From an optimization exercise on the open Yosys and OpenROAD flow, aimed at small area and a short achievable clock period; shortcuts taken in it are not production practice.

== lagoon ==
==> flow/design.v (excerpt) <==
module plastic_neuron (
    input wire clk,
    input wire rst,
    input wire [15:0] input_signal,
    input wire [15:0] feedback_error,
    input wire enable_learning,
    output wire [31:0] output_signal
);
  reg [15:0] weight;
  wire learn = enable_learning & (|input_signal) & (|feedback_error);
  always @(posedge clk or posedge rst) begin
    if (rst) weight <= 16'd1000;
    else if (learn) weight <= weight + 16'd10;
  end
  wire one0 = weight[0] ^ 1'b0;
  wire two0 = (weight[1] & ~weight[0] & ~1'b0) | (~weight[1] & weight[0] & 1'b0);
  wire neg0 = weight[1];
  wire one1 = weight[2] ^ weight[1];
  wire two1 = (weight[3] & ~weight[2] & ~weight[1]) | (~weight[3] & weight[2] & weight[1]);
  wire neg1 = weight[3];
  wire one2 = weight[4] ^ weight[3];
  wire two2 = (weight[5] & ~weight[4] & ~weight[3]) | (~weight[5] & weight[4] & weight[3]);
  wire neg2 = weight[5];
  wire one3 = weight[6] ^ weight[5];
  wire two3 = (weight[7] & ~weight[6] & ~weight[5]) | (~weight[7] & weight[6] & weight[5]);
  wire neg3 = weight[7];
  wire one4 = weight[8] ^ weight[7];
  wire two4 = (weight[9] & ~weight[8] & ~weight[7]) | (~weight[9] & weight[8] & weight[7]);
  wire neg4 = weight[9];
  wire one5 = weight[10] ^ weight[9];
  wire two5 = (weight[11] & ~weight[10] & ~weight[9]) | (~weight[11] & weight[10] & weight[9]);
  wire neg5 = weight[11];
  wire one6 = weight[12] ^ weight[11];
  wire two6 = (weight[13] & ~weight[12] & ~weight[11]) | (~weight[13] & weight[12] & weight[11]);
  wire neg6 = weight[13];
  wire one7 = weight[14] ^ weight[13];
  wire two7 = (weight[15] & ~weight[14] & ~weight[13]) | (~weight[15] & weight[14] & weight[13]);
  wire neg7 = weight[15];
  wire pp1;
  wire pp2;
  wire pp3;
  wire pp4;
  wire pp5;
  wire pp6;
  wire pp7;
  wire pp8;
  wire pp9;
  wire pp10;
  wire pp11;
  wire pp12;
  wire pp13;
  wire pp14;
  wire pp15;
  wire pp16;
  wire pp17;
  wire pp18;
  wire pp19;
  ...
export LEC_CHECK = 0
export CAP_MARGIN = 5
export CORE_MARGIN = 2
export CORE_UTILIZATION = 40
export SETUP_SLACK_MARGIN = 3.0
export SLEW_MARGIN = 5
export SYNTH_HIERARCHICAL = 1
export TNS_END_PERCENT = 10
create_clock -name core_clock -period 7.0 [get_ports {clk}]
standard.sh (not shown) runs the stock make flow with config.mk's settings and CLKGATE_MAP_FILE= SYNTH_SCRIPT=/design/flow/synth_recipe.tcl, a recipe that flattens the netlist after the stock synthesis.
==> flow/flow/run.sh <==
#!/bin/bash
# Layout flow: the standard flow (standard.sh) with the standard
# synthesis unchanged, and two changes to how the layout is made:
#  - the I/O port buffers are plain buf_2 cells (which repair_timing can
#    size) instead of the delay buffers buffer_ports picks on its own;
#  - clock tree synthesis builds from clkbuf_8 cells and adds no dummy loads.
# Each step logs to its own file in this folder.
set -euo pipefail
bash standard.sh synth > synth.log 2>&1
bash standard.sh BUFFER_PORTS_ARGS="-buffer_cell sky130_fd_sc_hd__buf_2" \
  CTS_ARGS="-sink_clustering_enable -repair_clock_nets -dont_use_dummy_load -buf_list sky130_fd_sc_hd__clkbuf_8" \
  finish > layout.log 2>&1
Inputs modified between lagoon and sierra:
Settings: TNS_END_PERCENT: 10 -> unset; PLACE_DENSITY: unset -> 0.75; CAP_MARGIN: 5 -> 20; SLEW_MARGIN: 5 -> 20.
==> flow/flow/run.sh <==
#!/bin/bash
# Layout flow: the standard flow (standard.sh), with the standard
# synthesis unchanged, and the I/O port buffers made from the plain buffer
# family (buf_N) instead of the delay-buffer cells buffer_ports picks on its
# own, so that repair_timing can size them. Each step's output goes to its
# own log in this folder.
set -euo pipefail
bash standard.sh synth > synth.log 2>&1
bash standard.sh BUFFER_PORTS_ARGS="-buffer_cell sky130_fd_sc_hd__buf_2" finish > layout.log 2>&1
==> results.txt <==
Per the comparison of sierra with lagoon, post-route met1 wirelength down 6.7%; wire length down 2.6%.
As far as fraction of synthesis flops using an asynchronous set or reset pin goes, sierra and lagoon are indistinguishable; the numbers are identical.
Diff lagoon and sierra: global-route usage higher in lagoon
Time the worst path needs with I/O delays and setup, lagoon and sierra, higher one = sierra.
lagoon and sierra ended up with roughly the same fmax.
sierra vs lagoon, last element of the critical path: cut_q[46] vs output_signal[28]
Inputs modified between sierra and indigo:
Settings: PLACE_DENSITY: 0.75 -> unset; CTS_CLUSTER_SIZE: unset -> 30; CTS_CLUSTER_DIAMETER: unset -> 200.
Notes after the runs:
indigo finished every stage and its layout cleared the timing, DRC and antenna checks. Changes observed in indigo relative to sierra: length of routed wiring on met1 higher; fraction of area in non-clock buffers fell by 0.46 points; final worst clock skew has remained practically unchanged. Of indigo and sierra, it is indigo that has the higher worst slew margin relative to its limit. On setup slack, sierra tracks indigo almost exactly. Of the two values seen for first element of the critical path, input_signal[13] was produced by indigo and input_signal[12] by sierra. In indigo, the routed length on met2 came out 5.7% above the value in sierra. Area after detailed placement: indigo vs sierra, no meaningful difference.
### indigo -> onyx
Settings: SLEW_MARGIN changed from 20 to 5; CAP_MARGIN changed from 20 to 5; CORE_UTILIZATION changed from 40 to 35; CTS_CLUSTER_SIZE removed (was 30); CTS_CLUSTER_DIAMETER removed (was 200).
==> flow/flow/run.sh <==
#!/bin/bash
# Layout flow: the standard flow (standard.sh) with the standard
# synthesis unchanged, and two changes to how the layout is made:
#  - the I/O port buffers are plain buf_2 cells (which repair_timing can
#    size) instead of the delay buffers buffer_ports picks on its own;
#  - clock tree synthesis builds from clkbuf_8 cells and adds no dummy loads.
# Each step logs to its own file in this folder.
set -euo pipefail
bash standard.sh synth > synth.log 2>&1
bash standard.sh BUFFER_PORTS_ARGS="-buffer_cell sky130_fd_sc_hd__buf_2" \
  CTS_ARGS="-sink_clustering_enable -repair_clock_nets -dont_use_dummy_load -buf_list sky130_fd_sc_hd__clkbuf_8" \
  finish > layout.log 2>&1
[summary]
Looking at the reports, onyx completed the entire flow and the layout it produced met the timing, DRC and antenna checks. Comparing indigo against onyx, there is no change at all in number of combinational gates with multiple inputs. Going from indigo to onyx, the area growth from synthesis to final layout was found to have gone down by 1.7 points. The lower tap cell count came out of indigo. Summary — setup slack of the critical path after layout, onyx relative to indigo: lower, by 31 ps.
Setup changes, onyx to harbor
Settings: CORE_UTILIZATION changed from 35 to 40.
==> flow/flow/run.sh <==
#!/bin/bash
# Layout flow: the standard flow (standard.sh), with the standard
# synthesis unchanged, and the I/O port buffers made from the plain buffer
# family (buf_N) instead of the delay-buffer cells buffer_ports picks on its
# own, so that repair_timing can size them. Each step's output goes to its
# own log in this folder.
set -euo pipefail
bash standard.sh synth > synth.log 2>&1
bash standard.sh BUFFER_PORTS_ARGS="-buffer_cell sky130_fd_sc_hd__buf_2" finish > layout.log 2>&1
Results
- From onyx to harbor the numbers moved as follows: global-route usage now sits higher; worst setup slack now sits higher.
- Compared with onyx, in harbor die width lower, final area higher.
- output_signal[28] as the end point of the critical path was reported by harbor, and cut_q[49] by onyx.
No run of this note included a check of the RTL's function; only the layout flow was run.

* * *

plastic_neuron, a different RTL version from the one above (not shown whole).
Size: about 900 cells after synthesis, about 73 flip-flops, roughly 67 I/O pins.
make LEC_CHECK=0 CAP_MARGIN=20 CORE_MARGIN=2 CORE_UTILIZATION=40 SETUP_SLACK_MARGIN=3.0 SLEW_MARGIN=20 finish   # period 7.0 ns
run.sh (not shown) runs the stock make flow with config.mk's settings and CLKGATE_MAP_FILE= SYNTH_SCRIPT=/design/flow/synth_recipe.tcl, a recipe that flattens the netlist after the stock synthesis.
Stock flow here: none of the scripts above is used.
Change:
ABC_CLOCK_PERIOD_IN_PS = 2500   (was unset)
SETUP_SLACK_MARGIN = 2.5   (was 3.0)
=> Non-clock buffer count went down by 32. Clock skew drops by 0.0044 ns. Synthesized cell count is unchanged. Wire length falls by 2.0%. Clock-buffer cell count goes down by 1. Cell area goes down by 4.2%. Final cell count went down by about 2.7%. Worst setup slack got worse by 0.096 ns. Die area is unchanged.
Change:
ABC_CLOCK_PERIOD_IN_PS = unset   (was 2500)
The new run finished clean.
Area after synthesis does not change.
Die area is unchanged.
Non-clock buffer count does not change.
Sequential share of layout area stays the same.
Routed wire length stays the same.
Via count is unchanged.
Hold slack is unchanged.
Change:
SETUP_SLACK_MARGIN = 3.5   (was 2.5)
After rerunning:
- sequential share of layout area falls by 2.2 points
- synthesized cell count does not change
- worst setup slack degrades by 0.020 ns
- hold slack improves by 0.012 ns
- via count rises by 7.0%
- non-clock buffer count rises by 67
- wire length rises by 9.5%
- die area stays the same
Function was not checked in any run of this note: the RTL went through the layout flow alone.

* * *

RTL: one of the versions met above, not the one the previous note started from.
Size: about 67 I/O pins.
Design plastic_neuron, start of the top module:
module plastic_neuron (
    input wire clk,
    input wire rst,
    input wire [15:0] input_signal,
    input wire [15:0] feedback_error,
    input wire enable_learning,
    output wire [31:0] output_signal
);
  reg [15:0] weight;
  wire learn = enable_learning & (|input_signal) & (|feedback_error);
  always @(posedge clk or posedge rst) begin
    if (rst) weight <= 16'd1000;
    else if (learn) weight <= weight + 16'd10;
  end
  wire one0 = weight[0] ^ 1'b0;
  wire two0 = (weight[1] & ~weight[0] & ~1'b0) | (~weight[1] & weight[0] & 1'b0);
  wire neg0 = weight[1];
  wire one1 = weight[2] ^ weight[1];
  wire two1 = (weight[3] & ~weight[2] & ~weight[1]) | (~weight[3] & weight[2] & weight[1]);
  wire neg1 = weight[3];
  wire one2 = weight[4] ^ weight[3];
  wire two2 = (weight[5] & ~weight[4] & ~weight[3]) | (~weight[5] & weight[4] & weight[3]);
  wire neg2 = weight[5];
  wire one3 = weight[6] ^ weight[5];
  wire two3 = (weight[7] & ~weight[6] & ~weight[5]) | (~weight[7] & weight[6] & weight[5]);
  wire neg3 = weight[7];
  wire one4 = weight[8] ^ weight[7];
  wire two4 = (weight[9] & ~weight[8] & ~weight[7]) | (~weight[9] & weight[8] & weight[7]);
  wire neg4 = weight[9];
  wire one5 = weight[10] ^ weight[9];
  wire two5 = (weight[11] & ~weight[10] & ~weight[9]) | (~weight[11] & weight[10] & weight[9]);
  wire neg5 = weight[11];
  wire one6 = weight[12] ^ weight[11];
  ...
==> flow/config.mk <==
export PLATFORM = sky130hd
export DESIGN_NAME = plastic_neuron
export DESIGN_NICKNAME = plastic_neuron
export VERILOG_FILES = /design/flow/design.v
export SDC_FILE = /design/flow/constraint.sdc
export NUM_CORES = 4
export LEC_CHECK = 0
export CAP_MARGIN = 20
export CORE_MARGIN = 2
export CORE_UTILIZATION = 40
export GPL_TIMING_DRIVEN = 1
export SETUP_SLACK_MARGIN = 3.0
export SLEW_MARGIN = 20
export SYNTH_HIERARCHICAL = 1
==> flow/constraint.sdc <==
create_clock -name core_clock -period 7.0 [get_ports {clk}]
set_input_delay 1.4000 -clock core_clock [delete_from_list [all_inputs] [get_ports {clk}]]
set_output_delay 1.4000 -clock core_clock [all_outputs]
set_load 0.01 [all_outputs]
standard.sh (not shown) runs the stock make flow with config.mk's settings and CLKGATE_MAP_FILE= SYNTH_SCRIPT=/design/flow/synth_recipe.tcl, a recipe that flattens the netlist after the stock synthesis.
==> flow/flow/run.sh <==
#!/bin/bash
# Layout flow: the standard flow (standard.sh), with the standard
# synthesis unchanged, and the I/O port buffers made from the plain buffer
# family (buf_N) instead of the delay-buffer cells buffer_ports picks on its
# own, so that repair_timing can size them. Each step's output goes to its
# own log in this folder.
set -euo pipefail
bash standard.sh synth > synth.log 2>&1
bash standard.sh BUFFER_PORTS_ARGS="-buffer_cell sky130_fd_sc_hd__buf_2" finish > layout.log 2>&1
Then changed:
==> flow/flow/run.sh (replaced) <==
#!/bin/bash
# Layout flow: the standard flow (standard.sh) with the standard
# synthesis unchanged; the I/O port buffers are plain buf_2 cells (sizeable
# by repair_timing) instead of the delay buffers buffer_ports picks, and an
# area-recovery pass runs after global routing. Each step logs to its own
# file in this folder.
set -euo pipefail
bash standard.sh synth > synth.log 2>&1
bash standard.sh BUFFER_PORTS_ARGS="-buffer_cell sky130_fd_sc_hd__buf_2" \
  POST_GLOBAL_ROUTE_TCL="$PWD/flow/post_grt.tcl" finish > layout.log 2>&1
==> flow/flow/post_grt.tcl (new file) <==
# Area recovery after global routing, keeping the setup margin the flow
# repaired to.
report_tns
report_wns
repair_timing -recover_power 100 -setup_margin 3.0 -verbose
report_tns
report_wns
GPL_TIMING_DRIVEN = unset   (was 1)
Effect: This time the run finished but fails on capacitance limit, slew limit; global-route usage does not change; worst hold slack stays flat; wire length barely changes.
Then changed:
==> flow/flow/run.sh (replaced) <==
#!/bin/bash
# Layout flow: the standard flow (standard.sh), with the standard
# synthesis unchanged, and the I/O port buffers made from the plain buffer
# family (buf_N) instead of the delay-buffer cells buffer_ports picks on its
# own, so that repair_timing can size them. Each step's output goes to its
# own log in this folder.
set -euo pipefail
bash standard.sh synth > synth.log 2>&1
bash standard.sh BUFFER_PORTS_ARGS="-buffer_cell sky130_fd_sc_hd__buf_2" finish > layout.log 2>&1
CAP_MARGIN = 5   (was 20)
SETUP_SLACK_MARGIN = 3.1   (was 3.0)
SLEW_MARGIN = 5   (was 20)
removed: flow/flow/post_grt.tcl
Effect: With this change the flow finished with timing, DRC and antenna clean; final cell count came out higher by 0.36%; worst setup slack gets better by 1.2 ns; non-clock buffer count came out higher by 4; via count came out higher by 2.5%; wire length came out higher by 2.4%; synthesized cell count does not change; design area came out higher by 3.0%; first-iteration DRC count came out lower by 9.8%; sequential share of layout area came out lower by 0.61 points.
No functional check of the RTL was part of any run of this note.

* * *

Starting RTL as in the previous note.
export LEC_CHECK = 0
export CAP_MARGIN = 20
export CORE_MARGIN = 2
export CORE_UTILIZATION = 40
export SETUP_SLACK_MARGIN = 3.4
export SLEW_MARGIN = 20
export SYNTH_HIERARCHICAL = 1
create_clock -name core_clock -period 7.0 [get_ports {clk}]
==> flow/flow/run.sh <==
#!/bin/bash
# Layout flow: the standard flow (standard.sh), with the standard
# synthesis unchanged, and the I/O port buffers made from the plain buffer
# family (buf_N) instead of the delay-buffer cells buffer_ports picks on its
# own, so that repair_timing can size them. Each step's output goes to its
# own log in this folder.
set -euo pipefail
bash standard.sh synth > synth.log 2>&1
bash standard.sh BUFFER_PORTS_ARGS="-buffer_cell sky130_fd_sc_hd__buf_2" finish > layout.log 2>&1
The starting point ran to the end with no violations.
Then changed:
==> flow/flow/run.sh (replaced) <==
#!/bin/bash
# Layout flow: the standard flow (standard.sh) with the standard
# synthesis unchanged, and two changes to how the layout is made:
#  - the I/O port buffers are plain buf_2 cells (which repair_timing can
#    size) instead of the delay buffers buffer_ports picks on its own;
#  - clock tree synthesis builds from clkbuf_8 cells and adds no dummy loads.
# Each step logs to its own file in this folder.
set -euo pipefail
bash standard.sh synth > synth.log 2>&1
bash standard.sh BUFFER_PORTS_ARGS="-buffer_cell sky130_fd_sc_hd__buf_2" \
  CTS_ARGS="-sink_clustering_enable -repair_clock_nets -dont_use_dummy_load -buf_list sky130_fd_sc_hd__clkbuf_8" \
  finish > layout.log 2>&1
- SETUP_SLACK_MARGIN: 3.4 -> 3.0
Effect: Area after synthesis does not change. Maximum frequency went down slightly.
Then changed:
==> flow/flow/run.sh (replaced) <==
#!/bin/bash
# Layout flow: the standard flow (standard.sh), with the standard
# synthesis unchanged, and the I/O port buffers made from the plain buffer
# family (buf_N) instead of the delay-buffer cells buffer_ports picks on its
# own, so that repair_timing can size them. Each step's output goes to its
# own log in this folder.
set -euo pipefail
bash standard.sh synth > synth.log 2>&1
bash standard.sh BUFFER_PORTS_ARGS="-buffer_cell sky130_fd_sc_hd__buf_2" finish > layout.log 2>&1
- SETUP_SLACK_MARGIN: 3.0 -> 2.6
The changed run finished with timing, DRC and antenna clean. Count of clock-buffer cells in the layout rises by 1. Core utilization is lower by 0.39 points. Register-to-register slack gets worse by 390 ps. Non-clock buffer count fell by 16.
Then changed:
==> flow/flow/run.sh (replaced) <==
#!/bin/bash
# Layout flow: the standard flow (standard.sh) with the standard
# synthesis unchanged, and two changes to how the layout is made:
#  - the I/O port buffers are plain buf_2 cells (which repair_timing can
#    size) instead of the delay buffers buffer_ports picks on its own;
#  - clock tree synthesis builds from clkbuf_8 cells and adds no dummy loads.
# Each step logs to its own file in this folder.
set -euo pipefail
bash standard.sh synth > synth.log 2>&1
bash standard.sh BUFFER_PORTS_ARGS="-buffer_cell sky130_fd_sc_hd__buf_2" \
  CTS_ARGS="-sink_clustering_enable -repair_clock_nets -dont_use_dummy_load -buf_list sky130_fd_sc_hd__clkbuf_8" \
  finish > layout.log 2>&1
- CAP_MARGIN: 20 -> 5
- SETUP_SLACK_MARGIN: 2.6 -> 3.0
- SLEW_MARGIN: 20 -> 5
- TNS_END_PERCENT: unset -> 50
The new run finished with timing, DRC and antenna clean.
Wire length is higher by 1.2%.
Worst setup slack gains 360 ps.
Fmax came out higher by 9.4%.
Critical path depth rises by 5.
Function was not checked in any run of this note: the RTL went through the layout flow alone.

what the ideal ports hide:
The flow's constraints put no driver on any port. The routed layouts listed below were extracted and timed again, unchanged, in two steps. Step 1 sets driving cells, clkbuf_16 on the clock port and buf_2 on the other inputs (assumed; they add their load-dependent delay and slew). Step 2 times the ports against the registers' clock, not the clock port: input delays grow and output delays shrink by t, the midpoint of the rising clock arrivals with the driver on. Slacks: ideal ports / drivers / drivers and shift; pairs: ideal ports / drivers.
| run | t (ns) | slack for setup (ns) | clock arrival spread, ns | worst register clock-pin slew, ns | worst slew at a driven data input, ns |
|---|---|---|---|---|---|
| lagoon | 0.399 | 3.148 / 3.110 / 2.769 | 0.032 / 0.032 | 0.09 / 0.09 | 0.06 |
| sierra | 0.390 | 3.140 / 3.102 / 2.772 | 0.009 / 0.009 | 0.06 / 0.06 | 0.04 |
| indigo | 0.389 | 3.142 / 3.108 / 2.765 | 0.009 / 0.009 | 0.07 / 0.07 | 0.05 |
| onyx | 0.398 | 3.110 / 3.110 / 2.735 | 0.026 / 0.027 | 0.08 / 0.08 | 0.07 |
| harbor | 0.397 | 3.145 / 3.099 / 2.800 | 0.014 / 0.013 | 0.07 / 0.07 | 0.05 |
| the first run of note 2 | 0.389 | 2.695 / 2.648 / 2.720 | 0.013 / 0.014 | 0.06 / 0.06 | 0.04 |
| the second run of note 2 | 0.388 | 2.599 / 2.556 / 2.259 | 0.008 / 0.008 | 0.06 / 0.06 | 0.03 |
| the third run of note 2 | 0.388 | 2.599 / 2.556 / 2.259 | 0.008 / 0.008 | 0.06 / 0.06 | 0.03 |
| the fourth run of note 2 | 0.387 | 2.579 / 2.538 / 2.925 | 0.014 / 0.015 | 0.07 / 0.07 | 0.06 |
| the first run of note 3 | 0.389 | 3.142 / 3.108 / 2.765 | 0.009 / 0.009 | 0.07 / 0.07 | 0.05 |
| the second run of note 3 | 0.389 | 1.965 / 1.966 / 1.966 | 0.009 / 0.008 | 0.07 / 0.07 | 0.05 |
| the third run of note 3 | 0.385 | 3.170 / 3.129 / 2.828 | 0.005 / 0.005 | 0.06 / 0.06 | 0.05 |
| the first run of note 4 | 0.394 | 3.198 / 3.155 / 3.027 | 0.011 / 0.011 | 0.07 / 0.07 | 0.06 |
| the second run of note 4 | 0.400 | 3.136 / 3.097 / 2.748 | 0.021 / 0.021 | 0.08 / 0.08 | 0.05 |
| the third run of note 4 | 0.395 | 2.782 / 2.743 / 2.756 | 0.008 / 0.007 | 0.07 / 0.07 | 0.05 |
| the fourth run of note 4 | 0.401 | 3.144 / 3.106 / 2.805 | 0.024 / 0.024 | 0.08 / 0.08 | 0.05 |
For the second run of note 4, which loses most, drivers alone change the setup slack by -0.039 ns; drivers and shift together by -0.388 ns.
